Source: an optimization exercise on an open RTL-to-GDS flow (aim: small area). Production flows keep margins and buffers that such runs may drop.
At most, simulation tests tie the RTL to the original design; equivalence was not proved.
Only the layout flow was run in run 1; the RTL was not checked for function there.
The flow treats the clock pin as an ideal source, which a real chip does not have.
No activity file was given, so power comes from the tool's default toggle rates.

`design/flow/config.mk`:
```
export PLATFORM = sky130hd
export DESIGN_NAME = top_module
export DESIGN_NICKNAME = top_module
export VERILOG_FILES = /design/flow/design.v
export SDC_FILE = /design/flow/constraint.sdc
export NUM_CORES = 4
export LEC_CHECK = 0
export CAP_MARGIN = 20
export CORE_MARGIN = 2
export CORE_UTILIZATION = 40
export PLACE_DENSITY = 0.6
export SLEW_MARGIN = 20
```
`design/flow/standard.sh`:
```
#!/bin/bash
# synth_recipe.tcl (not shown) runs the flow's synth.tcl, then flattens the netlist and writes it again
# the make line also repeats each setting of config.mk as NAME=value (left out here)
make -C /OpenROAD-flow-scripts/flow DESIGN_CONFIG=/design/flow/config.mk WORK_HOME=/design/flow/orfs CLKGATE_MAP_FILE= SYNTH_SCRIPT=/design/flow/synth_recipe.tcl "${@:-finish}"
```
`design/flow/flow/cts.sh`:
```
CTS_BUFS="sky130_fd_sc_hd__clkbuf_2 sky130_fd_sc_hd__clkbuf_4 sky130_fd_sc_hd__clkbuf_8"; CTS_CLUSTER="-sink_clustering_size 25 -sink_clustering_max_diameter 100"
```
`design/flow/flow/run.sh`:
```
#!/bin/bash
# Own layout flow: the standard ORFS flow with
#  - synthesis: the standard script with an area-oriented ABC mapping (flow/synth.tcl),
#  - port buffers of the smallest buffer cell (buf_1) instead of the default choice,
#  - CTS with small clock buffers and no dummy loads.
# Each tool's full output is in the ORFS logs under orfs/logs; make's own output
# goes to flow_make.log in this folder.
set -euo pipefail
W=$(pwd)
F=$W/flow
CTS_BUFS=${CTS_BUFS:-"sky130_fd_sc_hd__clkbuf_4"}
CTS_CLUSTER=${CTS_CLUSTER:-"-sink_clustering_size 50 -sink_clustering_max_diameter 200"}
[[ -f "$F/cts.sh" ]] && source "$F/cts.sh"
bash "$W/standard.sh" \
  "SYNTH_SCRIPT=$F/synth.tcl" \
  "ADDER_MAP_FILE=" \
  "BUFFER_PORTS_ARGS=-buffer_cell sky130_fd_sc_hd__buf_1" \
  "CTS_ARGS=-sink_clustering_enable -repair_clock_nets -dont_use_dummy_load -buf_list {$CTS_BUFS} $CTS_CLUSTER" \
  finish > "$W/flow_make.log" 2>&1
```
`design/flow/constraint.sdc`:
```
create_clock -name core_clock -period 5.0 [get_ports {clk}]
set_input_delay 1.0000 -clock core_clock [delete_from_list [all_inputs] [get_ports {clk}]]
set_output_delay 1.0000 -clock core_clock [all_outputs]
set_load 0.01 [all_outputs]
```
`design/flow/design.v`:
```
`timescale 1ns / 1ps
module clk_divider(
	input clk_in,
	input rst,
	output tick,
	output reg [2:0] digit,
	output [2:0] digit_nx,
	output first
    );
reg [3:0] p;
reg [3:0] t;
wire p9 = p[3] & p[0];
wire t9 = t[3] & t[0];
wire c99 = p9 & t9;
assign tick = ~p[2] & p[1] & p[0];
assign first = p[3] & p[2];
wire [3:0] p_inc = {p[3] ^ (p[2] & p[1] & p[0]), p[2] ^ (p[1] & p[0]), p[1] ^ p[0], ~p[0]};
wire [3:0] t_inc = {t[3] ^ (t[2] & t[1] & t[0]), t[2] ^ (t[1] & t[0]), t[1] ^ t[0], ~t[0]};
assign digit_nx = c99 ? {digit[2] ^ (digit[1] & digit[0]), digit[1] ^ digit[0], ~digit[0]} : digit;
always @(posedge clk_in) begin
	if (rst) begin
		p <= 4'd15;
		t <= 4'd9;
		digit <= 3'd7;
	end
	else begin
		p <= p9 ? 4'd0 : p_inc;
		if (p9) t <= t9 ? 4'd0 : t_inc;
		digit <= digit_nx;
	end
end
endmodule
`timescale 1ns / 1ps
module debouncer(
	input 		clk,
	input 		rst,
	input 		ce,
	input 		noisy_in,  
	output 		clean_out  
    );
reg noisy_in_reg;
reg clean_out_tmp1;
reg clean_out_tmp2;
reg clean_out_tmp3;
assign clean_out = clean_out_tmp2 & ~clean_out_tmp3;
always @(posedge clk) begin
	if (rst) begin
		noisy_in_reg <= 0;
		clean_out_tmp1 <= 0;
		clean_out_tmp2 <= 0;
		clean_out_tmp3 <= 0;
	end
	else if (ce) begin
		noisy_in_reg <= noisy_in;
		clean_out_tmp1 <= noisy_in_reg;
		clean_out_tmp2 <= clean_out_tmp1;
		clean_out_tmp3 <= clean_out_tmp2;
	end
end
endmodule
`timescale 1ns / 1ps
module hockey(
    input clk,
    input rst,
    input ce,
    input BTNA,
    input BTNB,
    input [1:0] DIRA,
    input [1:0] DIRB,
    input [2:0] YA,
    input [2:0] YB,
    output LEDA,
    output LEDB,
    output [4:0] LEDX,
    input [2:0] digit_nx,     
    output reg [3:0] sym_nx   
    );
    localparam [6:0] CNT0 = 7'd13;
    reg e, s, p1, p0;
    reg [6:0] cnt;
    reg [2:0] X;
    reg [2:0] Y;
    reg [1:0] dirY;
    reg [1:0] a_score;
    reg [1:0] b_score;
    wire done  = cnt[6] & cnt[5] & cnt[4] & cnt[0];
    wire blink = cnt[6];
    wire is_idle = e & ~p1;
    wire is_end  = e & p1;
    wire hit  = ~e & ~p1 & ~p0;
    wire resp = ~p1 & p0;
    wire send = p1 & p0;
    wire goal = ~e & p1 & ~p0;
    wire sc   = p1 & ~p0;                  
    wire mov  = p0;                        
    wire btn = s ? BTNA : BTNB;
    wire [2:0] yin = s ? YA : YB;
    wire [1:0] din = s ? DIRA : DIRB;
    wire score3 = s ? (a_score[1] & a_score[0]) : (b_score[1] & b_score[0]);
    wire serve = btn & ~(yin[2] & (yin[1] | yin[0]));
    wire ret   = btn & (Y == yin);
    wire last  = s ? ~X[2] & ~X[1] : X[1] & X[0];
    wire step  = send & done | resp & ~done & ret;
    wire [1:0] d = resp ? din : dirY;
    wire y0 = ~Y[2] & ~Y[1] & ~Y[0];
    wire [2:0] my = (d == 2'b10) ? (y0 ? 3'd1 : {1'b0, ~(Y[1] ^ Y[0]), ~Y[0]}) :
                    (d == 2'b01) ? (Y[2] ? 3'd3 : {Y[1] & Y[0], Y[1] ^ Y[0], ~Y[0]}) : Y;
    wire [1:0] md = (d == 2'b10) ? (y0 ? 2'b01 : 2'b10) :
                    (d == 2'b01) ? ((Y[2] & ~(resp & ~s)) ? 2'b10 : 2'b01) : d;
    wire up = s ? resp | (dirY == 2'b11) : send;
    wire [2:0] mx = up ? {X[2] ^ (X[1] & X[0]), X[1] ^ X[0], ~X[0] & (X[2] | X[1] | ~s | resp)}
                       : {X[2] & (X[1] | X[0]), ~(X[1] ^ X[0]), ~X[0]};
    wire flip = hit & serve | resp & (done | ret) | goal & done;
    always @(posedge clk) begin
        if (rst) begin
            e <= 1'b1; s <= 1'b1; p1 <= 1'b0; p0 <= 1'b0;
            cnt <= CNT0;
            X <= 0;
            Y <= 0;
            dirY <= 0;
            a_score <= 0;
            b_score <= 0;
        end
        else if (ce) begin
            e  <= is_idle & ~(BTNA ^ BTNB) | goal & done & score3 | is_end;
            s  <= is_idle ? ~BTNA | BTNB : s ^ flip;
            p1 <= is_idle ? BTNA ^ BTNB :
                  hit ? serve :
                  send ? ~(done & last) :
                  resp ? done | ret :
                  goal ? ~done | score3 : 1'b1;
            p0 <= hit ? serve : send ? 1'b1 : resp ? ~done : 1'b0;
            cnt <= (~p1 & ~p0 | done | resp & ret) ? CNT0 : cnt + 7'd1;
            if (hit & serve) begin
                X <= s ? 3'd0 : 3'd4;
                Y <= yin;
                dirY <= din;
            end
            if (step) begin
                X <= mx;
                Y <= my;
                dirY <= md;
            end
            if (resp & done) begin
                if (s) b_score <= b_score + 2'd1;
                else a_score <= a_score + 2'd1;
            end
        end
    end
    assign LEDA = ~p1 & s & ~(e & p0) | is_idle;
    assign LEDB = ~p1 & ~s & ~e | is_idle;
    assign LEDX = goal ? 5'b11111 :
                  is_end ? (blink ? 5'b01010 : 5'b10101) :
                  mov ? {X == 3'd0, X == 3'd1, X == 3'd2, X == 3'd3, X[2]} :
                  5'b00000;
    localparam [3:0] S_DASH  = 4'd5;
    localparam [3:0] S_BLANK = 4'd8;
    localparam [3:0] S_A     = 4'd9;
    localparam [3:0] S_B     = 4'd10;
    always @(*) begin
        case (digit_nx)
        3'd0: sym_nx = is_idle ? S_B : sc ? {2'b00, b_score} : S_BLANK;
        3'd1: sym_nx = (is_idle | sc) ? S_DASH : S_BLANK;
        3'd2: sym_nx = is_idle ? S_A : sc ? {2'b00, a_score} : S_BLANK;
        3'd4: sym_nx = hit ? {1'b0, yin} : mov ? {1'b0, Y} :
                       is_end ? (s ? S_B : S_A) : S_BLANK;
        default: sym_nx = S_BLANK;
        endcase
    end
endmodule
`timescale 1ns / 1ps
module ssd(
    input clk,
    input rst,
    input first,
    input [2:0] digit,
    input [3:0] sym_nx,
    output a_out,
    output b_out,
    output c_out,
    output d_out,
    output e_out,
    output f_out,
    output g_out,
    output p_out,
    output [7:0] an
    );
reg [3:0] sym;
reg [6:0] seg;
always @(posedge clk) begin
	if (rst) sym <= 4'd8;
	else sym <= sym_nx;
end
wire [2:0] n = sym[2:0];
wire dsh = n[2] & (n[1] | n[0]);
wire [6:0] dig;
assign dig[6] = (n == 3'd1) | (n == 3'd4) | dsh;            
assign dig[5] = dsh;                                       
assign dig[4] = (n == 3'd2) | dsh;                          
assign dig[3] = (n == 3'd1) | (n == 3'd4) | dsh;            
assign dig[2] = (n == 3'd1) | (n == 3'd3) | (n == 3'd4) | dsh;  
assign dig[1] = (n == 3'd1) | (n == 3'd2) | (n == 3'd3) | dsh;  
assign dig[0] = ~n[2] & ~n[1];                              
always @(*) begin
	if (~sym[3]) seg = dig;
	else if (sym[1:0] == 2'd1) seg = 7'b0001000;
	else if (sym[1:0] == 2'd2) seg = 7'b1100000;
	else seg = 7'b1111111;
end
assign {a_out, b_out, c_out, d_out, e_out, f_out, g_out} = seg;
assign p_out = 1'b1;
genvar i;
generate for (i = 0; i < 8; i = i + 1) begin : g_an
	assign an[i] = first | (digit != i);
end endgenerate
endmodule
`timescale 1ns / 1ps
module top_module(
    input clk,
    input rst,
    input BTNA,
    input BTNB,
    input [1:0] DIRA,
    input [1:0] DIRB,
    input [2:0] YA,
    input [2:0] YB,
    output LEDA,
    output LEDB,
    output [4:0] LEDX,
    output a_out,b_out,c_out,d_out,e_out,f_out,g_out,p_out,
    output [7:0]an
);
wire tick, first, btn_a, btn_b;
wire [2:0] digit, digit_nx;
wire [3:0] sym_nx;
clk_divider dividermodule (.clk_in(clk), .rst(rst), .tick(tick), .digit(digit), .digit_nx(digit_nx), .first(first));
debouncer A (clk, rst, tick, BTNA, btn_a);
debouncer B (clk, rst, tick, BTNB, btn_b);
hockey mymodule (.clk(clk), .rst(rst), .ce(tick), .BTNA(btn_a), .BTNB(btn_b),
    .DIRA(DIRA), .DIRB(DIRB), .YA(YA), .YB(YB),
    .LEDA(LEDA), .LEDB(LEDB), .LEDX(LEDX),
    .digit_nx(digit_nx), .sym_nx(sym_nx));
ssd displa_ssd (.clk(clk), .rst(rst), .first(first), .digit(digit), .sym_nx(sym_nx),
    .a_out(a_out), .b_out(b_out), .c_out(c_out), .d_out(d_out), .e_out(e_out),
    .f_out(f_out), .g_out(g_out), .p_out(p_out), .an(an));
endmodule
```
`design/flow/flow/synth.tcl`:
```
# The standard synthesis (synth_recipe.tcl), with only the combinational
# technology mapping changed: ABC runs an area-oriented script instead of
# ORFS's, and adders are left to ABC instead of being mapped to ha/fa cells.
# Registers, their names and their cell types are those of the standard run.
set own_abc_script [file join [file dirname [file normalize [info script]]] area.abc]
proc synth {args} { yosys synth -nofsm -noshare {*}$args }
proc abc {args} {
  set i [lsearch -exact $args -script]
  if { $i >= 0 } {
    set args [lreplace $args $i [expr { $i + 1 }] -script $::own_abc_script]
  }
  yosys abc {*}$args
}
source $::env(SCRIPTS_DIR)/synth.tcl
# left out here: clear keep_hierarchy, flatten, clean up, hide names made inside functions, write 1_2_yosys.v
```
`design/flow/flow/area.abc`:
```
strash
&get -n
&deepsyn -J 300
&put
map -a
topo
```
==> results.tsv, run 1 <==
metric	value	unit
Worst Hold Depth	1	
largest net degree at the start of global routing	19	
Worst slew margin	49.1	%
mapped cell area	0.00242	sq mm
grt total ovfl	0	
Placed Area	0.00264	sq mm
min cycle time layout	3390	ps
crit end category	flip-flop	
# DRC	0	
DR vias	2543	
share of layout cells above drive strength 1	2.93	%
WP data arrival	3570	ps
max-cap viol count	0	
vias in the first global route	2176	
max reg flops	7	
ys flop type	dfxtp_1	
initial antenna violation count	0	
Core Box Area	0.00589	sq mm
syn_nets	385	
setup tns final	0	ps
Fmax	295	MHz
Layout area overhead	11.8	%
Final Hold Viols	0	
final slew viol count	0	
Placer Congestion	0.931	
CTS Hold Buffers Added	0	
setup repair bufs after CTS	0	
routed len/inst	11.8	microns
Lkg Pwr	0.000940	uW
Diodes inserted	0	
hold_sp	dividermodule.p[0]	
worst r2r path cells	14	
commonest cells in the netlist	nor2_1, clkinv_1, nand2_1	
hold crit path type	reg2reg	
reg2reg end	mymodule.Y[1]	
Bufs and invs on worst path	2	
overall routing resource usage	18.2	%
CP startpoint kind	flip-flop	
final setup violation count	0	
Worst EP required	5180	ps
power per cell area	332	mW/mm^2
CTS tree	done	
DRT iter0 DRCs	153	
CP peak stage delay	540	ps
Worst Clk Skew	15.1	ps
Yosys warning count	4	
fin crit share	67.8	%
maximum VDD drop	0.000129	V
layout filler cell count	646	
Clock Latency Late Sink	300	ps
CP delay by family, top	compound AO/OA/AOI/OAI gates	
first-pass GRT wire length	9.38	mm
post-detail-place hpwl	4.48	mm
Die Ht	81.8	microns
register area share after synthesis	38.0	%
die area	0.00669	sq mm
row count	28	
Post-synth EDFFs	0	
post-CTS sizing	0	
slew of the pin with the lowest slew margin	757	ps
Nets	426	
largest cells by area after synthesis	dfxtp_1, nor2_1, clkinv_1	
RSZ-0062 raised after global routing	no	
Chip Width	81.8	microns
Layout Cell Area excl Fill	0.00271	sq mm
total CTS buffers	5	
R2R Setup Slk	1610	ps
syn_area_per_cell	6.53	sq um
area fraction of the dominant cell type after synthesis	38.0	%
CP cell instances	clkinv_1 -> a21oi_1 -> o21ai_0 -> o41ai_1 -> a21oi_1 -> nor2_1 -> nand2_1 -> or3b_2 -> nand2_1 -> nor2_1 -> clkinv_1 -> nor2_1 -> a31oi_1 -> o21ai_0	
Clock transition at path regs	90	ps
final wirelength	5.71	mm
largest buffer count on any clock path	2	
Worst path depth	14	
post-synthesis cell count	371	
status	complete, no violations	
1st-pass router iterations	5	
largest reg by FF count	mymodule.cnt	
Top Ports	37	
CP max FO	10	
cell accounting for the most synthesized area	dfxtp_1	
Starting Density	41.1	%
cell mode on critical path	nor2_1	
FF+latch count, synth	46	
Pwr Total	898	uW
Crit Reg-Reg Startpoint	mymodule.s	
Async S/R FF share, synth	0	%
vias per cell	5.24	
WS Path Type	reg2reg	
I/O Buffers	35	
Hold EP	dividermodule.p[0]	
count of cell types in the netlist	32	
CTS root buffer	clkbuf_8	
CTS Sinks	46	
CTS H-tree depth	2	
post-route ant nets	0	
most numerous cell in the Yosys netlist	nor2_1	
slowest CP cell	dfxtp_1	
==> placed cells by master, fill, tap and decap left out <==
cell      synthesis  final
a211o_2           1      1
a211oi_1          3      3
a21oi_1          26     26
a221oi_1          1      1
a22o_2            1      1
a22oi_1           2      2
a31o_2            1      1
a31oi_1           3      3
a32oi_1           1      1
a41oi_1           1      1
buf_1             0     35
clkbuf_8          0      5
clkinv_1         64     64
conb_1            1      1
dfxtp_1          46     46
nand2_1          59     59
nand3_1          13     13
nand4_1           2      2
nor2_1           66     66
nor3_1           18     18
nor3b_1           1      1
nor4_1            1      1
o211ai_1          2      2
o21a_1            1      1
o21ai_0          34     34
o221ai_1          3      3
o22ai_1           7      7
o31ai_1           3      3
o32ai_1           1      1
o41ai_1           1      1
or2_2             3      3
or3b_2            1      1
xor2_1            3      3
==> layer usage <==
layer	GRT usage, %	part of all wire, %	up-vias
met5	0	0	-
met4	8.83	2.9	0
met3	4.51	5.0	16
met2	28.7	44	66
met1	23.1	48	1121
li1	-	-	1340
==> worst max path at each step <==
| stage | startpoint | end | slack [ps] |
|---|---|---|---|
| after floorplan | YB[1] | mymodule.Y[1] | 1980 |
| after global placement | rst | mymodule.Y[1] | 1570 |
| after detailed placement | rst | mymodule.Y[1] | 1460 |
| after CTS | mymodule.s | mymodule.Y[1] | 1660 |
| after global routing | mymodule.s | mymodule.Y[1] | 1250 |
| final | mymodule.s | mymodule.Y[1] | 1610 |
==> worst register-to-register path, stage by stage (launching register included) <==
cell and delay, ps:
dfxtp_1 540, clkinv_1 370, a21oi_1 340, o21ai_0 130, o41ai_1 360, a21oi_1 130
nor2_1 170, nand2_1 170, or3b_2 530, nand2_1 100, nor2_1 50, clkinv_1 70
nor2_1 40, a31oi_1 160, o21ai_0 100
==> final cells by class <==
| class | instances | area [sq um] | area share [%] |
|---|---|---|---|
| Clock buffer | 5 | 68.8 | 2.54 |
| Inverter | 64 | 240 | 8.87 |
| Multi-Input combinational cell | 260 | 1250 | 46.3 |
| Sequential cell | 46 | 921 | 34.0 |
| Tap cell | 75 | 93.8 | 3.47 |
| Timing Repair Buffer | 35 | 131 | 4.85 |
==> cells by family after synthesis <==
| logic type | after synthesis | share of synthesized area, % |
|---|---|---|
| AO/OA/AOI/OAI | 92 | 22.5 |
| XOR/XNOR | 3 | 1.09 |
| buffers and inverters | 65 | 10.2 |
| flip-flops | 46 | 38.0 |
| other | 1 | 0.155 |
| AND/OR/NAND/NOR | 164 | 28.0 |
==> stage by stage <==
stage,hold slack [ps],util (%),setup WS [ps],instances
2_1_floorplan,417,-,1980,371
3_3_place_gp,436,44.8,1570,480
3_5_place_dp,441,44.8,1460,480
4_1_cts,464,46.0,1660,485
5_1_grt,489,46.0,1250,485
6_report,457,46.0,1610,485
==> where the power goes <==
| part | switching, uW | internal [uW] | total, uW |
|---|---|---|---|
| logic | 184 | 88.9 | 273 |
| registers | 30.2 | 393 | 423 |
| clock network | 112 | 90.2 | 202 |
| total | 326 | 572 | 898 |
==> run 2, diff against run 1 <==
--- a/design/flow/design.v
+++ b/design/flow/design.v
@@ -131,12 +131,12 @@
                   goal ? ~done | score3 : 1'b1;
             p0 <= hit ? serve : send ? 1'b1 : resp ? ~done : 1'b0;
             cnt <= (~p1 & ~p0 | done | resp & ret) ? CNT0 : cnt + 7'd1;
-            if (hit & serve) begin
+            if (~p0) begin
                 X <= s ? 3'd0 : 3'd4;
                 Y <= yin;
                 dirY <= din;
             end
-            if (step) begin
+            else if (step) begin
                 X <= mx;
                 Y <= my;
                 dirY <= md;
--- a/design/flow/flow/run.sh
+++ b/design/flow/flow/run.sh
@@ -8,9 +8,8 @@
 set -euo pipefail
 W=$(pwd)
 F=$W/flow
-CTS_BUFS=${CTS_BUFS:-"sky130_fd_sc_hd__clkbuf_4"}
-CTS_CLUSTER=${CTS_CLUSTER:-"-sink_clustering_size 50 -sink_clustering_max_diameter 200"}
-[[ -f "$F/cts.sh" ]] && source "$F/cts.sh"
+CTS_BUFS=${CTS_BUFS:-"sky130_fd_sc_hd__clkbuf_8"}
+CTS_CLUSTER=${CTS_CLUSTER:-"-sink_clustering_size 25 -sink_clustering_max_diameter 100"}
 bash "$W/standard.sh" \
   "SYNTH_SCRIPT=$F/synth.tcl" \
   "ADDER_MAP_FILE=" \
==> design/flow/flow/area.abc (replaced) <==
strash
&get -n
&deepsyn -J 300
&put
dch -f
amap
topo
removed: design/flow/flow/cts.sh
==> run 2 against run 1 <==
Effect of this change:
- core utilization grew 1.0 points
- final area shrank 3.2%
- routed wire length shrank 1.7%
- via count shrank 6.7%
- synthesized cell count shrank 13%
- largest power group unchanged
==> results.tsv, run 2 <==
metric	value	unit
CP delay by family, top	compound AO/OA/AOI/OAI gates	
vias per cell	5.47	
DR vias	2373	
Nets	378	
final wirelength	5.61	mm
Flop pwr share	49.2	%
cell mode on critical path	clkinv_1	
die area	0.00647	sq mm
hold crit path type	reg2reg	
WS Path Type	reg2reg	
Worst Clk Skew	16.2	ps
largest net degree at the start of global routing	19	
Final Hold Viols	0	
CP cell instances	clkinv_1 -> o22ai_1 -> a21oi_1 -> o221ai_1 -> a211o_1 -> a31oi_1 -> nor3_1 -> clkinv_1 -> nand2_1 -> clkinv_1 -> o21ai_0 -> a21oi_1 -> or2_0 -> o221ai_1	
cell accounting for the most synthesized area	dfxtp_1	
Fmax	269	MHz
CTS Sinks	46	
row count	27	
Pwr Total	873	uW
wl on met1	2.77	mm
slew of the pin with the lowest slew margin	776	ps
Diodes inserted	0	
setup repair bufs after CTS	0	
metal2 WL	2.51	mm
routed len/inst	12.9	microns
CP peak stage delay	630	ps
initial antenna violation count	0	
Chip Width	80.4	microns
slowest CP cell	dfxtp_1	
first-pass GRT wire length	9.46	mm
min cycle time layout	3710	ps
Die Ht	80.4	microns
maximum VDD drop	0.000137	V
most frequent cells in the layout	nor2_1, dfxtp_1, clkinv_1	
area fraction of the dominant cell type after synthesis	39.4	%
Pint	568	uW
Clock Latency Late Sink	300	ps
# DRC	0	
overall routing resource usage	18.4	%
Clk pwr share	23.6	%
Clock transition at path regs	90	ps
count of cell types in the netlist	35	
Layout area overhead	12.1	%
post-synthesis cell count	323	
largest buffer count on any clock path	2	
most numerous cell in the Yosys netlist	nor2_1	
FF+latch count, synth	46	
final slew viol count	0	
crit end category	flip-flop	
register area share after synthesis	39.4	%
ys flop type	dfxtp_1	
status	complete, no violations	
largest cells by area after synthesis	dfxtp_1, nor2_1, clkinv_1	
final setup violation count	0	
met3 WL	259	microns
fin crit share	74.2	%
setup tns final	0	ps
post-detail-place hpwl	4.34	mm
total CTS buffers	5	
1st-pass router iterations	4	
most common cell after layout, fill and taps aside	nor2_1	
Post-synth EDFFs	0	
max reg flops	7	
CTS tree	done	
post-route ant nets	0	
Bufs and invs on worst path	3	
Top Ports	37	
Worst slew margin	48.1	%
highest metal used	met4	
mapped cell area	0.00234	sq mm
sw frac	34.9	%
vias in the first global route	2097	
CTS root buffer	clkbuf_8	
I/O Buffers	35	
Worst EP required	5200	ps
switching power total	305	uW
DRT iter0 DRCs	146	
CTS H-tree depth	2	
Core Box Area	0.00557	sq mm
max-cap viol count	0	
power per cell area	333	mW/mm^2
Placer Congestion	0.884	
Yosys warning count	4	
post-CTS sizing	0	
share of layout cells above drive strength 1	1.38	%
largest reg by FF count	mymodule.cnt	
CTS Hold Buffers Added	0	
RSZ-0062 raised after global routing	no	
syn_area_per_cell	7.24	sq um
Async S/R FF share, synth	0	%
syn_nets	337	
grt total ovfl	0	
CP max FO	14	
Starting Density	41.9	%
CP startpoint kind	flip-flop	
Comb pwr share	27.2	%
Lkg Pwr	0.000898	uW
commonest cells in the netlist	nor2_1, dfxtp_1, clkinv_1	
WP data arrival	3920	ps
## run 2: cell types whose count changed after synthesis, sizes merged, moves of 5 or more
| cell | change |
|---|---|
| or3 | +8 |
| nand2 | -31 |
| a32o | +7 |
| and3 | +7 |
| a21oi | -6 |
| clkinv | -22 |
| o21a | +5 |
| o221ai | +5 |
| o21ai | -9 |
| nand3 | -9 |
| nor2 | -7 |
## run 2: worst paths after layout
kind / slack (ps) / startpoint / depth (start not counted) / endpoint
worst max-delay path: 1290 / mymodule.s / 14 / mymodule.Y[1]
worst min-delay path: 460 / mymodule.a_score[1] / 1 / mymodule.a_score[1]
worst max register to register: 1290 / mymodule.s / 14 / mymodule.Y[1]
worst min register to register: 460 / mymodule.a_score[1] / 1 / mymodule.a_score[1]
## run 2: cell type report
| cell class | count | area, sq um |
|---|---|---|
| Clock buffer | 5 | 68.8 |
| Timing Repair Buffer | 35 | 131 |
| Tap cell | 72 | 90.1 |
| Inverter | 42 | 158 |
| Fill cell | 606 | 2950 |
| Sequential cell | 46 | 921 |
| Multi-Input combinational cell | 234 | 1250 |
## run 2: kinds of logic (layout without fill, tap and decap cells)
| family | count (synthesis) | count (layout) | share of synthesized area (%) |
|---|---|---|---|
| buffers and inverters | 43 | 82 | 7.07 |
| AOI/OAI and AO/OA | 97 | 97 | 27.2 |
| DFF | 46 | 46 | 39.4 |
| other | 1 | 1 | 0.160 |
| and+or+nand+nor | 136 | 136 | 26.1 |
## run 2: metrics by stage
step | hold slack, ps | cells | cell area [sq um] | worst slack [ps] | utilization [%]
2_1_floorplan | 416 | 323 | 2340 | 2000 | -
6_report | 460 | 434 | 2620 | 1290 | 47.0
3_5_place_dp | 447 | 429 | 2550 | 1360 | 45.8
4_1_cts | 464 | 434 | 2620 | 1320 | 47.0
3_3_place_gp | 437 | 429 | 2550 | 1500 | 45.8
5_1_grt | 486 | 434 | 2620 | 714 | 47.0
## run 2: routing by layer
metal	GRT usage [%]	up-vias
li1	-	1232
met1	25.2	1079
met2	28.8	55
met3	3.48	7
met4	6.44	0
met5	0	-
## run 2: worst reg2reg max path, cell delays in order (launching register included)
cell	delay (ps)
dfxtp_1	630
clkinv_1	470
o22ai_1	490
a21oi_1	130
o221ai_1	80
a211o_1	130
a31oi_1	110
nor3_1	360
clkinv_1	230
nand2_1	160
clkinv_1	110
o21ai_0	170
a21oi_1	120
or2_0	270
o221ai_1	170
## run 2: power groups by stage
stage | sequential (uW) | clock (uW) | combinational, uW
3_3_place_gp | 437 | 0 | 235
6_report | 429 | 206 | 238
5_1_grt | 435 | 226 | 270
3_5_place_dp | 437 | 0 | 236
2_1_floorplan | 429 | 0 | 177
4_1_cts | 429 | 213 | 238
==> run 3, diff against run 2 <==
--- a/design/flow/design.v
+++ b/design/flow/design.v
@@ -78,7 +78,7 @@
     localparam [6:0] CNT0 = 7'd13;
     reg e, s, p1, p0;
     reg [6:0] cnt;
-    reg [2:0] X;
+    reg [1:0] X;
     reg [2:0] Y;
     reg [1:0] dirY;
     reg [1:0] a_score;
@@ -86,7 +86,7 @@
     wire done  = cnt[6] & cnt[5] & cnt[4] & cnt[0];
     wire blink = cnt[6];
     wire is_idle = e & ~p1;
-    wire is_end  = e & p1;
+    wire is_end  = e & p1 & ~p0;
     wire hit  = ~e & ~p1 & ~p0;
     wire resp = ~p1 & p0;
     wire send = p1 & p0;
@@ -99,7 +99,7 @@
     wire score3 = s ? (a_score[1] & a_score[0]) : (b_score[1] & b_score[0]);
     wire serve = btn & ~(yin[2] & (yin[1] | yin[0]));
     wire ret   = btn & (Y == yin);
-    wire last  = s ? ~X[2] & ~X[1] : X[1] & X[0];
+    wire last  = s ? ~e & ~X[1] : X[1] & X[0];
     wire step  = send & done | resp & ~done & ret;
     wire [1:0] d = resp ? din : dirY;
     wire y0 = ~Y[2] & ~Y[1] & ~Y[0];
@@ -107,22 +107,20 @@
                     (d == 2'b01) ? (Y[2] ? 3'd3 : {Y[1] & Y[0], Y[1] ^ Y[0], ~Y[0]}) : Y;
     wire [1:0] md = (d == 2'b10) ? (y0 ? 2'b01 : 2'b10) :
                     (d == 2'b01) ? ((Y[2] & ~(resp & ~s)) ? 2'b10 : 2'b01) : d;
-    wire up = s ? resp | (dirY == 2'b11) : send;
-    wire [2:0] mx = up ? {X[2] ^ (X[1] & X[0]), X[1] ^ X[0], ~X[0] & (X[2] | X[1] | ~s | resp)}
-                       : {X[2] & (X[1] | X[0]), ~(X[1] ^ X[0]), ~X[0]};
+    wire up = ~s | (dirY == 2'b11);
+    wire [2:0] mx = up ? {e ^ (X[1] & X[0]), X[1] ^ X[0], ~X[0] & (e | X[1] | ~s)}
+                       : {e & (X[1] | X[0]), ~(X[1] ^ X[0]), ~X[0]};
     wire flip = hit & serve | resp & (done | ret) | goal & done;
     always @(posedge clk) begin
         if (rst) begin
             e <= 1'b1; s <= 1'b1; p1 <= 1'b0; p0 <= 1'b0;
             cnt <= CNT0;
-            X <= 0;
-            Y <= 0;
-            dirY <= 0;
             a_score <= 0;
             b_score <= 0;
         end
         else if (ce) begin
-            e  <= is_idle & ~(BTNA ^ BTNB) | goal & done & score3 | is_end;
+            e  <= is_idle & ~(BTNA ^ BTNB) | goal & done & score3 | is_end |
+                  hit & serve & ~s | send & (done ? ~last & mx[2] : e);
             s  <= is_idle ? ~BTNA | BTNB : s ^ flip;
             p1 <= is_idle ? BTNA ^ BTNB :
                   hit ? serve :
@@ -132,12 +130,12 @@
             p0 <= hit ? serve : send ? 1'b1 : resp ? ~done : 1'b0;
             cnt <= (~p1 & ~p0 | done | resp & ret) ? CNT0 : cnt + 7'd1;
             if (~p0) begin
-                X <= s ? 3'd0 : 3'd4;
+                X <= 2'd0;
                 Y <= yin;
                 dirY <= din;
             end
             else if (step) begin
-                X <= mx;
+                X <= resp ? {~s, 1'b1} : mx[1:0];
                 Y <= my;
                 dirY <= md;
             end
@@ -147,16 +145,18 @@
             end
         end
     end
-    assign LEDA = ~p1 & s & ~(e & p0) | is_idle;
-    assign LEDB = ~p1 & ~s & ~e | is_idle;
+    assign LEDA = ~p1 & s;
+    assign LEDB = ~p1 & (~s | e);
+    wire [2:0] xc = {e, X};
     assign LEDX = goal ? 5'b11111 :
                   is_end ? (blink ? 5'b01010 : 5'b10101) :
-                  mov ? {X == 3'd0, X == 3'd1, X == 3'd2, X == 3'd3, X[2]} :
+                  send ? {xc == 3'd0, xc == 3'd1, xc == 3'd2, xc == 3'd3, e} :
+                  resp ? {s, 3'b000, ~s} :
                   5'b00000;
     localparam [3:0] S_DASH  = 4'd5;
-    localparam [3:0] S_BLANK = 4'd8;
-    localparam [3:0] S_A     = 4'd9;
-    localparam [3:0] S_B     = 4'd10;
+    localparam [3:0] S_BLANK = 4'd12;
+    localparam [3:0] S_A     = 4'd10;
+    localparam [3:0] S_B     = 4'd8;
     always @(*) begin
         case (digit_nx)
         3'd0: sym_nx = is_idle ? S_B : sc ? {2'b00, b_score} : S_BLANK;
@@ -186,27 +186,18 @@
     output [7:0] an
     );
 reg [3:0] sym;
-reg [6:0] seg;
+wire [6:0] seg;
 always @(posedge clk) begin
-	if (rst) sym <= 4'd8;
+	if (rst) sym <= 4'd12;
 	else sym <= sym_nx;
 end
-wire [2:0] n = sym[2:0];
-wire dsh = n[2] & (n[1] | n[0]);
-wire [6:0] dig;
-assign dig[6] = (n == 3'd1) | (n == 3'd4) | dsh;            
-assign dig[5] = dsh;                                       
-assign dig[4] = (n == 3'd2) | dsh;                          
-assign dig[3] = (n == 3'd1) | (n == 3'd4) | dsh;            
-assign dig[2] = (n == 3'd1) | (n == 3'd3) | (n == 3'd4) | dsh;  
-assign dig[1] = (n == 3'd1) | (n == 3'd2) | (n == 3'd3) | dsh;  
-assign dig[0] = ~n[2] & ~n[1];                              
-always @(*) begin
-	if (~sym[3]) seg = dig;
-	else if (sym[1:0] == 2'd1) seg = 7'b0001000;
-	else if (sym[1:0] == 2'd2) seg = 7'b1100000;
-	else seg = 7'b1111111;
-end
+assign seg[6] = (sym[3] & ~sym[1]) | (sym[2]) | (~sym[1] & sym[0]);
+assign seg[5] = (sym[3] & ~sym[1]) | (sym[2] & sym[1]) | (sym[2] & sym[0]);
+assign seg[4] = (~sym[3] & sym[1] & ~sym[0]) | (sym[3] & sym[2]) | (sym[2] & sym[0]);
+assign seg[3] = (sym[3] & sym[1]) | (sym[2]) | (~sym[1] & sym[0]);
+assign seg[2] = (sym[2]) | (sym[0]);
+assign seg[1] = (~sym[3] & sym[1]) | (sym[3] & sym[2]) | (sym[0]);
+assign seg[0] = (~sym[3] & ~sym[2] & ~sym[1]) | (sym[3] & sym[2]);
 assign {a_out, b_out, c_out, d_out, e_out, f_out, g_out} = seg;
 assign p_out = 1'b1;
 genvar i;
--- a/design/flow/config.mk
+++ b/design/flow/config.mk
@@ -7,6 +7,6 @@
 export LEC_CHECK = 0
 export CAP_MARGIN = 20
 export CORE_MARGIN = 2
-export CORE_UTILIZATION = 40
-export PLACE_DENSITY = 0.6
+export CORE_UTILIZATION = 60
+export PLACE_DENSITY = 0.75
 export SLEW_MARGIN = 20
==> run 3 against run 2 <==
Effect of this change:
- still clean
- global-route usage grew 8.0 points
- non-clock buffer count is the same
- final cell count shrank 7.6%
- register-to-register slack lost 130 ps
- sequential power shrank 5.4%
- clock skew grew 5.5 ps
- clock-buffer cell count is the same
- sequential share of layout area grew 2.7 points
- power shrank 16%
- critical path depth shrank 6
- via count shrank 1.9%
- first-iteration DRC count shrank 4.1%
- critical endpoint is now mymodule.Y[2]
- largest cell class unchanged
==> results.tsv, run 3 <==
metric	value	unit
cell mode on critical path	clkinv_1	
final wirelength	5.23	mm
ys flop type	dfxtp_1	
first-pass GRT wire length	8.91	mm
Nets	369	
Placed Area	0.00250	sq mm
DRT iter0 DRCs	140	
compound-gate portion of the synthesized area	25.9	%
RSZ-0062 raised after global routing	no	
Clock Latency Late Sink	310	ps
syn_area_per_cell	7.36	sq um
Lkg Pwr	0.000859	uW
syn_nets	328	
CP max FO	16	
CTS Sinks	45	
most numerous cell in the Yosys netlist	nor2_1	
slew of the pin with the lowest slew margin	778	ps
power per cell area	286	mW/mm^2
post-route ant nets	0	
Die Ht	66.1	microns
simple-gate share of the synthesized area	23.5	%
hold_sp	dividermodule.p[0]	
largest family of logic cells by synthesized area	compound AO/OA/AOI/OAI gates	
fin crit share	76.9	%
# DRC	0	
die area	0.00437	sq mm
final core utilization	69.5	%
Post-synth EDFFs	7	
setup repair bufs after CTS	0	
register area share after synthesis	42.0	%
Diodes inserted	0	
Crit Reg-Reg Startpoint	mymodule.s	
largest reg by FF count	mymodule.cnt	
FF+latch count, synth	45	
1st-pass router iterations	5	
max reg flops	7	
CTS root buffer	clkbuf_8	
Async S/R FF share, synth	0	%
sequential cell area	971	sq um
most common cell after layout, fill and taps aside	nor2_1	
share of layout cells above drive strength 1	1.42	%
row count	22	
reg2reg end	mymodule.Y[2]	
Layout Cell Area excl Fill	0.00256	sq mm
setup tns final	0	ps
count of cell types in the netlist	37	
largest net degree at the start of global routing	17	
max-cap viol count	0	
crit end category	flip-flop	
grt total ovfl	0	
mapped cell area	0.00231	sq mm
min cycle time layout	3840	ps
slowest CP cell	a211oi_1	
Top Ports	37	
hold crit path type	reg2reg	
R2R Setup Slk	1160	ps
vias per cell	5.81	
Synth Area in Adders	0	%
CP cell instances	clkinv_1 -> o22ai_1 -> clkinv_1 -> a221oi_1 -> nor4b_1 -> nor2_1 -> a211oi_1 -> nor2b_1	
Starting Density	62.7	%
DR vias	2329	
final setup violation count	0	
I/O Buffers	35	
final slew viol count	0	
Hold EP	dividermodule.p[0]	
worst r2r path cells	8	
Worst Clk Skew	21.7	ps
initial antenna violation count	0	
overall routing resource usage	26.4	%
routed len/inst	13.0	microns
maximum VDD drop	0.000250	V
Worst slew margin	47.7	%
Chip Width	66.1	microns
CTS tree	done	
Worst Hold Depth	1	
post-synthesis cell count	314	
layout filler cell count	329	
Fmax	260	MHz
most frequent cells in the layout	nor2_1, clkinv_1, dfxtp_1	
largest cells by area after synthesis	dfxtp_1, nor2_1, edfxtp_1	
status	complete, no violations	
cell accounting for the most synthesized area	dfxtp_1	
post-CTS sizing	0	
area of the multi-input gates	0.00115	sq mm
post-detail-place hpwl	3.90	mm
commonest cells in the netlist	nor2_1, clkinv_1, dfxtp_1	
Final Hold Viols	0	
area fraction of the dominant cell type after synthesis	32.9	%
Placer Congestion	0.903	
mux share of post-synthesis cell area	0	%
WS Path Type	reg2reg	
total CTS buffers	5	
Worst EP required	4970	ps
CTS H-tree depth	2	
CTS Hold Buffers Added	0	
Yosys warning count	4	
CP startpoint kind	flip-flop	
WP data arrival	3810	ps
xor/xnor share of the synthesized area	0	%
CP peak stage delay	690	ps
vias in the first global route	2036	
Clock transition at path regs	90	ps
Core Box Area	0.00369	sq mm
largest buffer count on any clock path	2	
Layout area overhead	10.9	%
-- run 3: changes by cell type after synthesis, moves of 3 or more --
cell and delta:
clkinv_1 +8, a211oi_1 +5, o31ai_1 +5, a21oi_1 -11, o221ai_1 -7, nor3_1 -5, dfxtp_1 -8, nand3_1 -3
o21a_1 -3, o21ai_0 +9, o22ai_1 +4, edfxtp_1 +7, a32o_1 -6
-- run 3: worst max-delay path, delay by kind of cell (launching register included) --
kind | cells | cell delay, ps
compound gates | 3 | 1430
simple gates | 3 | 800
buf+inv | 2 | 610
flops | 1 | 670
-- run 3: kinds of logic (layout without fill, tap and decap cells) --
logic type,after synthesis,count (layout)
other,1,1
flip-flops,45,45
AO/OA/AOI/OAI,94,94
AND/OR/NAND/NOR,123,123
buffers and inverters,51,90
-- run 3: final cells by class --
| type | count | share of cell area (%) |
|---|---|---|
| multi-input cells | 218 | 44.7 |
| clock buffers | 5 | 2.68 |
| well taps | 48 | 2.34 |
| repair buffers | 35 | 5.12 |
| inverters | 50 | 7.32 |
| flip-flops and latches | 45 | 37.9 |
-- run 3: worst max path at each step --
stage               slack, ps       endpoint       start
floorplan                1890  mymodule.Y[0]       YA[0]
global placement         1370  mymodule.Y[0]  mymodule.s
detailed placement       1240  mymodule.Y[1]  mymodule.s
CTS                      1220  mymodule.Y[2]  mymodule.s
global route              840  mymodule.Y[1]  mymodule.s
finish                   1160  mymodule.Y[2]  mymodule.s
-- run 3: through the flow --
step | setup slack, ps | total power [uW] | instances | hold slack (ps)
floorplan | 1890 | 502 | 314 | 388
global placement | 1370 | 534 | 396 | 406
detailed placement | 1240 | 536 | 396 | 410
CTS | 1220 | 737 | 401 | 432
global route | 843 | 773 | 401 | 473
finish | 1160 | 734 | 401 | 438
-- run 3: report_power, final --
part           switching [uW]  internal (uW)
combinational            81.4           42.3
clock                     114           90.2
sequential               18.0            388
total                     214            521
-- run 3: routing by layer --
metal	GRT usage (%)	wire, microns	vias up
met4	9.95	125	0
met2	41.5	2240	100
met5	0	0	-
met1	35.1	2490	1021
li1	-	-	1192
met3	6.30	376	16
==> run 4, diff against run 3 <==
--- a/design/flow/flow/run.sh
+++ b/design/flow/flow/run.sh
@@ -8,11 +8,12 @@
 set -euo pipefail
 W=$(pwd)
 F=$W/flow
-CTS_BUFS=${CTS_BUFS:-"sky130_fd_sc_hd__clkbuf_8"}
+CTS_BUFS="sky130_fd_sc_hd__clkbuf_4"
 CTS_CLUSTER=${CTS_CLUSTER:-"-sink_clustering_size 25 -sink_clustering_max_diameter 100"}
 bash "$W/standard.sh" \
   "SYNTH_SCRIPT=$F/synth.tcl" \
   "ADDER_MAP_FILE=" \
   "BUFFER_PORTS_ARGS=-buffer_cell sky130_fd_sc_hd__buf_1" \
   "CTS_ARGS=-sink_clustering_enable -repair_clock_nets -dont_use_dummy_load -buf_list {$CTS_BUFS} $CTS_CLUSTER" \
+  "POST_CTS_TCL=$F/post_cts.tcl" \
   finish > "$W/flow_make.log" 2>&1
==> design/flow/flow/post_cts.tcl (new file) <==
set own_max_fanout 12
set own_changed 0
foreach inst [get_cells *] {
  set master [get_property $inst ref_name]
  if { $master != "sky130_fd_sc_hd__clkbuf_4" } { continue }
  set net [get_nets -of_objects [get_pins [get_full_name $inst]/X]]
  set fanout [expr { [llength [get_pins -of_objects $net]] - 1 }]
  if { $fanout > $own_max_fanout } {
    puts "post_cts: [get_full_name $inst] drives $fanout pins, upsizing to clkbuf_8"
    replace_cell $inst sky130_fd_sc_hd__clkbuf_8
    incr own_changed
  }
}
if { $own_changed > 0 } {
  detailed_placement
  check_placement -verbose
  estimate_parasitics -placement
}
==> run 4 against run 3 <==
Effect of this change:
- still clean
- sequential power hardly changed
- sequential share of layout area is 0.28 points higher
- clock skew hardly changed
- synthesized cell count stayed put
- setup slack worse by 26 ps
- fmax is 0.68% lower
- routed wire length is 0.15% higher
- clock power is 14% lower
- largest cell class unchanged
- highest routed layer unchanged
==> results.tsv, run 4 <==
metric	value	unit
status	complete, no violations	
Worst Hold Depth	1	
R2R Setup Slk	1130	ps
I/O Buffers	35	
commonest cells in the netlist	nor2_1, clkinv_1, dfxtp_1	
final slew viol count	0	
mapped cell area	0.00231	sq mm
Layout area overhead	10.1	%
first-pass GRT wire length	8.94	mm
Starting Density	62.7	%
vias in the first global route	2028	
grt total ovfl	0	
hold crit path type	reg2reg	
DR vias	2325	
Post-synth EDFFs	7	
Final Hold Viols	0	
xor/xnor share of the synthesized area	0	%
most frequent cells in the layout	nor2_1, clkinv_1, dfxtp_1	
CTS Sinks	45	
Yosys warning count	4	
Diodes inserted	0	
maximum VDD drop	0.000273	V
placed cell count	396	
CP max FO	16	
most numerous cell in the Yosys netlist	nor2_1	
routed len/inst	13.1	microns
Lkg Pwr	0.000852	uW
Chip Width	66.1	microns
Async S/R FF share, synth	0	%
1st-pass router iterations	5	
worst r2r path cells	8	
post-route ant nets	0	
die area	0.00437	sq mm
syn_nets	328	
final core utilization	69.0	%
Worst EP required	5040	ps
RSZ-0062 raised after global routing	no	
final setup violation count	0	
most common cell after layout, fill and taps aside	nor2_1	
reg2reg end	mymodule.Y[1]	
largest cells by area after synthesis	dfxtp_1, nor2_1, edfxtp_1	
Fmax	258	MHz
post-synthesis cell count	314	
mux share of post-synthesis cell area	0	%
CP startpoint kind	flip-flop	
largest family of logic cells by synthesized area	compound AO/OA/AOI/OAI gates	
Hold EP	dividermodule.p[0]	
fin crit share	77.4	%
max reg flops	7	
Top Ports	37	
FF+latch count, synth	45	
Synth Area in Adders	0	%
Core Box Area	0.00369	sq mm
share of layout cells above drive strength 1	1.42	%
setup tns final	0	ps
area fraction of the dominant cell type after synthesis	32.9	%
slew of the pin with the lowest slew margin	776	ps
Layout Cell Area excl Fill	0.00255	sq mm
Worst slew margin	47.8	%
Clock transition at path regs	100	ps
WS Path Type	reg2reg	
cell accounting for the most synthesized area	dfxtp_1	
Post-Layout Cell Count	401	
register area share after synthesis	42.0	%
crit end category	flip-flop	
Die Ht	66.1	microns
largest reg by FF count	mymodule.cnt	
Clock Latency Late Sink	360	ps
row count	22	
Crit Reg-Reg Startpoint	mymodule.s	
vias per cell	5.80	
power per cell area	277	mW/mm^2
Placed Area	0.00250	sq mm
simple-gate share of the synthesized area	23.5	%
count of cell types in the netlist	37	
largest net degree at the start of global routing	17	
overall routing resource usage	26.4	%
Placer Congestion	0.903	
WP data arrival	3910	ps
syn_area_per_cell	7.36	sq um
# DRC	0	
ys flop type	dfxtp_1	
Worst Clk Skew	21.4	ps
final wirelength	5.23	mm
Nets	369	
CTS tree	done	
initial antenna violation count	0	
DRT iter0 DRCs	144	
max-cap viol count	0	
hold_sp	dividermodule.p[0]	
Fin Hold WS	438	ps
min cycle time layout	3870	ps
post-detail-place hpwl	3.90	mm
compound-gate portion of the synthesized area	25.9	%
[run 4: changes by cell type in the layout (fill, tap and decap cells not counted)]
cell      change
clkbuf_4      +3
clkbuf_8      -3
[run 4: stage by stage]
stage	total power (uW)	worst slack [ps]
6_report	706	1130
5_1_grt	743	828
3_5_place_dp	536	1240
3_3_place_gp	534	1370
2_1_floorplan	502	1890
[run 4: cell families (layout without fill, tap and decap cells)]
| group | count (synthesis) | after routing |
|---|---|---|
| AOI/OAI and AO/OA | 94 | 94 |
| buffers and inverters | 51 | 90 |
| DFF | 45 | 45 |
| other | 1 | 1 |
| and+or+nand+nor | 123 | 123 |
[run 4: metal layers]
layer	part of all wire, %	vias to the layer above	track usage (%)
met1	47	1002	35.5
li1	-	1191	-
met4	2.6	0	11.0
met3	7.9	21	5.96
met2	42	111	40.9
met5	0	-	0
[run 4: worst max path at each step]
stage | from | endpoint | slack, ps | depth (start not counted)
after global placement | mymodule.s | mymodule.Y[0] | 1370 | 8
after global routing | mymodule.s | mymodule.Y[1] | 830 | 8
after detailed placement | mymodule.s | mymodule.Y[1] | 1240 | 8
final | mymodule.s | mymodule.Y[1] | 1130 | 8
after floorplan | YA[0] | mymodule.Y[0] | 1890 | 7
[run 4: report_power, final]
part | switching [uW] | leakage [uW] | internal, uW | total [uW]
sequential | 18.0 | 0.000374 | 388 | 406
clock | 112 | 0.0000282 | 64.3 | 176
combinational | 81.2 | 0.000449 | 42.3 | 124
[run 4: worst max-delay path, cell delays in order (launching register included)]
cell and delay (ps):
dfxtp_1 690, clkinv_1 450, o22ai_1 440, clkinv_1 150, a221oi_1 320, nor4b_1 330
nor2_1 110, a211oi_1 690, nor2b_1 360
[run 4: area by class of cell]
type                       count  area [sq um]
clock buffer                   5          50.0
tap                           48          60.1
sequential                    45           971
timing repair buffer          35           131
fill                         336          1140
multi-input combinational    218          1150
inverter                      50           188
==> run 5, diff against run 4 <==
--- a/design/flow/flow/run.sh
+++ b/design/flow/flow/run.sh
@@ -2,14 +2,15 @@
 # Own layout flow: the standard ORFS flow with
 #  - synthesis: the standard script with an area-oriented ABC mapping (flow/synth.tcl),
 #  - port buffers of the smallest buffer cell (buf_1) instead of the default choice,
-#  - CTS with small clock buffers and no dummy loads.
+#  - CTS with clkbuf_4 buffers and no dummy loads; a leaf buffer that drives
+#    more than 12 flip-flops is then upsized to clkbuf_8 (flow/post_cts.tcl).
 # Each tool's full output is in the ORFS logs under orfs/logs; make's own output
 # goes to flow_make.log in this folder.
 set -euo pipefail
 W=$(pwd)
 F=$W/flow
 CTS_BUFS="sky130_fd_sc_hd__clkbuf_4"
-CTS_CLUSTER=${CTS_CLUSTER:-"-sink_clustering_size 25 -sink_clustering_max_diameter 100"}
+CTS_CLUSTER="-sink_clustering_size 25 -sink_clustering_max_diameter 100"
 bash "$W/standard.sh" \
   "SYNTH_SCRIPT=$F/synth.tcl" \
   "ADDER_MAP_FILE=" \
==> design/flow/flow/area.abc (replaced) <==
strash
&get -n
&deepsyn -J 300 -S @SEED@
&put
dch -f
amap
topo
==> design/flow/flow/synth.tcl (replaced) <==
# The standard synthesis (synth_recipe.tcl), with only the combinational
# technology mapping changed: ABC runs an area-oriented script (deep AIG
# synthesis, then area mapping) instead of ORFS's, once per random seed of
# the deep synthesis, and the smallest result is kept; adders are left to
# ABC instead of being mapped to ha/fa cells (run.sh sets ADDER_MAP_FILE
# empty). Registers, their names and their cell types are those of the
# standard run. Every step is deterministic.
set own_flow_dir [file dirname [file normalize [info script]]]
set own_seeds {0 1 2 3 4 5 6 7}
proc synth {args} { yosys synth -nofsm -noshare {*}$args }
proc own_area {} {
  set out [tee -q -s result.string stat {*}$::lib_args]
  if { [regexp {Chip area for module[^:]*:\s*([0-9.]+)} $out -> a] } { return $a }
  error "own_area: no chip area in stat output"
}
proc abc {args} {
  set i [lsearch -exact $args -script]
  set template [read [open [file join $::own_flow_dir area.abc]]]
  yosys design -save own_pre_abc
  set best ""
  foreach seed $::own_seeds {
    set f [file join $::env(OBJECTS_DIR) own_area_$seed.abc]
    set fh [open $f w]
    puts -nonewline $fh [string map [list @SEED@ $seed] $template]
    close $fh
    set a2 [lreplace $args $i [expr { $i + 1 }] -script $f]
    yosys design -load own_pre_abc
    yosys abc {*}$a2
    set area [own_area]
    puts "own abc: seed $seed area $area"
    if { $best == "" || $area < $best } {
      set best $area
      yosys design -save own_best_abc
    }
  }
  yosys design -load own_best_abc
  puts "own abc: kept area $best"
}
source $::env(SCRIPTS_DIR)/synth.tcl
# left out here: clear keep_hierarchy, flatten, clean up, hide names made inside functions, write 1_2_yosys.v
==> run 5 against run 4 <==
Effect of this change:
- core utilization shrank 0.23 points
- power shrank 1.9%
- final cell count shrank 3.5%
- setup slack gained 340 ps
- register-to-register slack gained 340 ps
- sequential power is essentially flat
- clock-buffer cell count is the same
- critical path type unchanged
==> results.tsv, run 5 <==
metric	value	unit
Fin Hold WS	440	ps
Top Ports	37	
max-cap viol count	0	
CP delay by family, top	compound AO/OA/AOI/OAI gates	
Yosys warning count	4	
largest cells by area after synthesis	dfxtp_1, edfxtp_1, nor2_1	
post-route ant nets	0	
Final Hold Viols	0	
routed len/inst	13.1	microns
final slew viol count	0	
commonest cells in the netlist	nor2_1, dfxtp_1, clkinv_1	
GRT met3 Usage	4.62	%
Lkg Pwr	0.000841	uW
CP cell instances	clkinv_1 -> o22ai_1 -> o22ai_1 -> a221oi_1 -> a21oi_1 -> a211oi_1 -> nor2b_1	
Starting Density	62.4	%
Core Box Area	0.00366	sq mm
Bufs and invs on worst path	1	
Die Ht	65.7	microns
post-detail-place hpwl	3.76	mm
compound-gate portion of the synthesized area	27.8	%
largest net degree at the start of global routing	17	
Worst slew margin	44.7	%
area fraction of the dominant cell type after synthesis	33.3	%
Diodes inserted	0	
fin crit share	70.6	%
Layout area overhead	10.2	%
cell mode on critical path	o22ai_1	
layout filler cell count	329	
Clock Latency Late Sink	340	ps
Worst EP required	5030	ps
register area share after synthesis	42.5	%
count of cell types in the netlist	35	
slowest CP cell	a211oi_1	
DRT iter0 DRCs	226	
Fmax	283	MHz
Clock transition at path regs	90	ps
syn_area_per_cell	7.62	sq um
final setup violation count	0	
share of layout cells above drive strength 1	1.47	%
power per cell area	275	mW/mm^2
max reg flops	7	
Post-Layout Cell Count	387	
Post-synth EDFFs	7	
largest family of logic cells by synthesized area	compound AO/OA/AOI/OAI gates	
M1 GR Usage	34.8	%
Worst Clk Skew	26.5	ps
FF+latch count, synth	45	
Synth Area in Adders	0	%
most numerous cell in the Yosys netlist	nor2_1	
CP startpoint kind	flip-flop	
Chip Width	65.7	microns
most frequent cells in the layout	nor2_1, dfxtp_1, clkinv_1	
slew of the pin with the lowest slew margin	827	ps
largest reg by FF count	mymodule.cnt	
placed cell count	382	
Nets	355	
RSZ-0062 raised after global routing	no	
vias per cell	5.91	
hold crit path type	reg2reg	
# DRC	0	
post-synthesis cell count	300	
CTS tree	done	
vias in the first global route	1978	
min cycle time layout	3530	ps
grt total ovfl	0	
die area	0.00432	sq mm
syn_nets	314	
mapped cell area	0.00228	sq mm
maximum VDD drop	0.000275	V
WS Path Type	reg2reg	
CP peak stage delay	700	ps
row count	22	
CP max FO	15	
simple-gate share of the synthesized area	23.1	%
status	complete, no violations	
I/O Buffers	35	
DR vias	2288	
Async S/R FF share, synth	0	%
final wirelength	5.09	mm
Placer Congestion	0.929	
xor/xnor share of the synthesized area	0	%
mux share of post-synthesis cell area	0	%
WP data arrival	3550	ps
initial antenna violation count	0	
crit end category	flip-flop	
most common cell after layout, fill and taps aside	nor2_1	
cell accounting for the most synthesized area	dfxtp_1	
CTS Sinks	45	
first-pass GRT wire length	8.67	mm
GRT busiest layer	met2	
GR Util met2	41.2	%
1st-pass router iterations	5	
ys flop type	dfxtp_1	
overall routing resource usage	25.3	%
setup tns final	0	ps
[run 5: cell types whose count changed in the layout (fill, tap and decap cells not counted), sizes merged, moves of 3 or more]
| cell | change |
|---|---|
| nand2 | +3 |
| a21oi | +6 |
| a32o | +5 |
| o221ai | +5 |
| o21ai | -3 |
| o22ai | -6 |
| nor2 | -7 |
| clkinv | -13 |
| o21a | -3 |
[run 5: area by class of cell]
| type | instances | area, sq um | share of cell area (%) |
|---|---|---|---|
| Sequential cell | 45 | 971 | 38.5 |
| Multi-Input combinational cell | 217 | 1170 | 46.3 |
| Clock buffer | 5 | 50.0 | 1.99 |
| Inverter | 37 | 139 | 5.51 |
| Tap cell | 48 | 60.1 | 2.38 |
| Timing Repair Buffer | 35 | 131 | 5.22 |
[run 5: where the power goes]
part / total [uW] / internal, uW / switching (uW)
logic: 124 / 42.4 / 81.1
clock network: 163 / 64.2 / 99.1
registers: 405 / 387 / 18.0
[run 5: metal layers]
metal | part of all wire (%) | up-vias
li1 | - | 1175
met1 | 47 | 1028
met2 | 46 | 81
met3 | 5.5 | 4
met4 | 0.71 | 0
met5 | 0 | -
[run 5: cells by family after synthesis]
family                 count (synthesis)
DFF                                   45
and+or+nand+nor                      119
AOI/OAI and AO/OA                     97
other                                  1
buffers and inverters                 38
[run 5: final timing paths]
kind,cells past startpoint,start,to,slack [ps]
setup / recovery,7,mymodule.s,mymodule.Y[1],1470
setup reg to reg,7,mymodule.s,mymodule.Y[1],1470
hold reg to reg,1,dividermodule.p[0],dividermodule.p[0],440
hold / removal,1,dividermodule.p[0],dividermodule.p[0],440
[run 5: per-stage QoR]
step	instance area, sq um	utilization [%]	total power [uW]	worst slack (ps)
final	2520	68.8	692	1470
after global routing	2520	68.8	734	1160
after detailed placement	2470	67.4	536	1580
after global placement	2470	67.4	533	1680
after floorplan	2280	-	500	2080
==> run 6, diff against run 5 <==
--- a/design/flow/design.v
+++ b/design/flow/design.v
@@ -7,24 +7,27 @@
 	output [2:0] digit_nx,
 	output first
     );
-reg [3:0] p;
+reg pa;
+reg [2:0] pb;
 reg [3:0] t;
-wire p9 = p[3] & p[0];
+wire p9 = pa & pb[2];
 wire t9 = t[3] & t[0];
 wire c99 = p9 & t9;
-assign tick = ~p[2] & p[1] & p[0];
-assign first = p[3] & p[2];
-wire [3:0] p_inc = {p[3] ^ (p[2] & p[1] & p[0]), p[2] ^ (p[1] & p[0]), p[1] ^ p[0], ~p[0]};
+assign tick = pa & pb[1] & pb[0];
+assign first = pb[2] & pb[1];
+wire [2:0] pb_nx = pb[2] ? 3'd0 : {pb[1] & pb[0], pb[1] ^ pb[0], ~pb[0]};
 wire [3:0] t_inc = {t[3] ^ (t[2] & t[1] & t[0]), t[2] ^ (t[1] & t[0]), t[1] ^ t[0], ~t[0]};
 assign digit_nx = c99 ? {digit[2] ^ (digit[1] & digit[0]), digit[1] ^ digit[0], ~digit[0]} : digit;
 always @(posedge clk_in) begin
 	if (rst) begin
-		p <= 4'd15;
+		pa <= 1'b1;
+		pb <= 3'd6;
 		t <= 4'd9;
 		digit <= 3'd7;
 	end
 	else begin
-		p <= p9 ? 4'd0 : p_inc;
+		pa <= ~pa;
+		pb <= pb_nx;
 		if (p9) t <= t9 ? 4'd0 : t_inc;
 		digit <= digit_nx;
 	end
@@ -108,7 +111,7 @@
     wire [1:0] md = (d == 2'b10) ? (y0 ? 2'b01 : 2'b10) :
                     (d == 2'b01) ? ((Y[2] & ~(resp & ~s)) ? 2'b10 : 2'b01) : d;
     wire up = ~s | (dirY == 2'b11);
-    wire [2:0] mx = up ? {e ^ (X[1] & X[0]), X[1] ^ X[0], ~X[0] & (e | X[1] | ~s)}
+    wire [2:0] mx = up ? {e ^ (X[1] & X[0]), X[1] ^ X[0], ~X[0]}
                        : {e & (X[1] | X[0]), ~(X[1] ^ X[0]), ~X[0]};
     wire flip = hit & serve | resp & (done | ret) | goal & done;
     always @(posedge clk) begin
==> run 6 against run 5 <==
Effect of this change:
- routed wire length up 2.8%
- flip-flop and latch count unchanged
- clock-buffer cell count did not move
- clock skew is 2.2 ps lower
- core utilization down 0.55 points
- sequential power down 3%
- non-clock buffer count unchanged
- critical path depth down 2
- register-to-register slack better by 240 ps
- critical path type is now reg2out
- critical endpoint is now LEDX[0]
- highest routed layer unchanged
==> results.tsv, run 6 <==
metric	value	unit
Placer Congestion	0.904	
largest net degree at the start of global routing	17	
vias in the first global route	2007	
syn_area_per_cell	7.36	sq um
Lkg Pwr	0.000821	uW
Final Hold Viols	0	
share of layout cells above drive strength 1	1.45	%
setup tns final	0	ps
Hold EP	dividermodule.pa	
commonest cells in the netlist	nor2_1, clkinv_1, dfxtp_1	
Post-synth EDFFs	7	
hold_sp	dividermodule.pa	
RSZ-0062 raised after global routing	no	
initial antenna violation count	0	
Yosys warning count	4	
CP startpoint kind	flip-flop	
routed len/inst	13.3	microns
DR vias	2252	
final core utilization	68.3	%
reg2reg end	mymodule.Y[0]	
Starting Density	61.8	%
die area	0.00425	sq mm
CTS Sinks	45	
Pwr Total	648	uW
vias per cell	5.74	
register area share after synthesis	43.2	%
area fraction of the dominant cell type after synthesis	33.9	%
DRT iter0 DRCs	181	
mapped cell area	0.00225	sq mm
fin crit share	68.1	%
most frequent cells in the layout	nor2_1, clkinv_1, dfxtp_1	
most common cell after layout, fill and taps aside	nor2_1	
Nets	360	
min cycle time layout	3410	ps
first-pass GRT wire length	8.80	mm
DP Worst Slack	1790	ps
Clock Latency Late Sink	340	ps
Die Ht	65.2	microns
grt total ovfl	0	
setup ws final	1590	ps
power per cell area	261	mW/mm^2
overall routing resource usage	26.4	%
1st-pass router iterations	5	
Diodes inserted	0	
Clock transition at path regs	80	ps
max reg flops	7	
Chip Width	65.2	microns
CP max FO	16	
largest reg by FF count	mymodule.cnt	
FF+latch count, synth	45	
cell accounting for the most synthesized area	dfxtp_1	
max-cap viol count	0	
crit end category	output pin	
post-detail-place hpwl	3.99	mm
most numerous cell in the Yosys netlist	nor2_1	
Async S/R FF share, synth	0	%
Fmax	294	MHz
R2R Setup Slk	1710	ps
maximum VDD drop	0.000231	V
Layout area overhead	10.4	%
post-route ant nets	0	
final wirelength	5.23	mm
Worst Clk Skew	24.3	ps
Worst slew margin	60.3	%
# DRC	0	
largest cells by area after synthesis	dfxtp_1, nor2_1, edfxtp_1	
syn_nets	319	
Worst Hold Depth	1	
status	complete, no violations	
largest registers	mymodule.cnt (7), displa_ssd.sym (4), dividermodule.t (4)	
count of cell types in the netlist	36	
row count	22	
final slew viol count	0	
Top Ports	37	
ys flop type	dfxtp_1	
CTS tree	done	
Core Box Area	0.00363	sq mm
WP data arrival	2410	ps
worst r2r path cells	8	
final setup violation count	0	
Worst EP required	4000	ps
WS Path Type	reg2out	
hold crit path type	reg2reg	
slew of the pin with the lowest slew margin	595	ps
post-synthesis cell count	305	
Crit Reg-Reg Startpoint	mymodule.s	
I/O Buffers	35	
==> run 6: cells by family after synthesis <==
logic type,share of synthesized area [%]
and+or+nand+nor,23.0
buffers and inverters,8.69
AOI/OAI and AO/OA,25.0
other,0.167
DFF,43.2
==> run 6: how the worst max path moves through the flow <==
stage | start | end | slack (ps) | depth (start not counted)
after floorplan | YA[0] | mymodule.Y[0] | 2170 | 7
after global placement | YA[0] | mymodule.Y[0] | 1910 | 8
after detailed placement | mymodule.s | mymodule.Y[1] | 1790 | 8
after global routing | mymodule.s | mymodule.Y[2] | 1370 | 8
final | mymodule.p1 | LEDX[0] | 1590 | 5
==> run 6: power breakdown <==
part           leakage, uW  total (uW)  switching (uW)  internal [uW]
Clock            0.0000282         170             106           64.3
Combinational     0.000419        86.1            57.1           29.0
Sequential        0.000374         392            11.1            381
Total             0.000821         648             174            474
==> run 6: final cells by class <==
class,instances,area [sq um]
clock buffers,5,50.0
fillers,349,1150
inverters,50,188
multi-input cells,209,1080
flip-flops and latches,45,971
well taps,48,60.1
repair buffers,35,131
==> run 6: metrics by stage <==
step / hold WS [ps] / area [sq um] / instances
final: 389 / 2480 / 392
after global routing: 412 / 2480 / 392
after detailed placement: 375 / 2430 / 387
after global placement: 369 / 2430 / 387
after floorplan: 362 / 2250 / 305
==> run 6: layer usage <==
layer	wire (microns)	GRT usage, %	vias up
met2	2430	44.4	91
met3	403	5.82	8
met5	0	0	-
met1	2320	33.7	997
met4	79	8.59	0
li1	-	-	1156
==> run 6: critical path, stage by stage, from the launching register on <==
cell	delay, ps
dfxtp_1	710
clkinv_1	420
nor2_1	290
o21ai_0	270
a21oi_1	220
buf_1	170

==> static timing again, ports no longer ideal <==
The results above use ideal ports. As a check the final layouts listed here were re-extracted and re-timed, cells and wires unchanged. Step 1: set_driving_cell puts a clkbuf_16 on clk and a buf_2 on each other input, an assumption about the parent block. Step 2 times the ports against the registers' clock, not the clock port: input delays grow and output delays shrink by t, the midpoint of the rising clock arrivals with the driver on. a / b / c = ideal ports / drivers / drivers and shift; a / b = the first two.
| run | t, ns | setup WS [ns] | worst setup path after step 2 | clock arrival spread, ns | worst slew at a driven data input, ns |
|---|---|---|---|---|---|
| run 1 | 0.325 | 1.610 / 1.610 / 1.457 | input to register | 0.015 / 0.015 | 0.03 |
| run 2 | 0.319 | 1.288 / 1.288 / 1.288 | register to register | 0.016 / 0.017 | 0.03 |
| run 3 | 0.323 | 1.157 / 1.157 / 1.157 | register to register | 0.022 / 0.022 | 0.03 |
| run 4 | 0.372 | 1.131 / 1.131 / 1.131 | register to register | 0.022 / 0.022 | 0.03 |
| run 5 | 0.352 | 1.472 / 1.472 / 1.472 | register to register | 0.026 / 0.026 | 0.03 |
| run 6 | 0.358 | 1.595 / 1.569 / 1.707 | register to register | 0.025 / 0.025 | 0.03 |
After both steps every run listed still meets setup and hold. For run 1, which loses most, drivers alone change the setup slack by 0.000 ns; drivers and shift together by -0.153 ns.
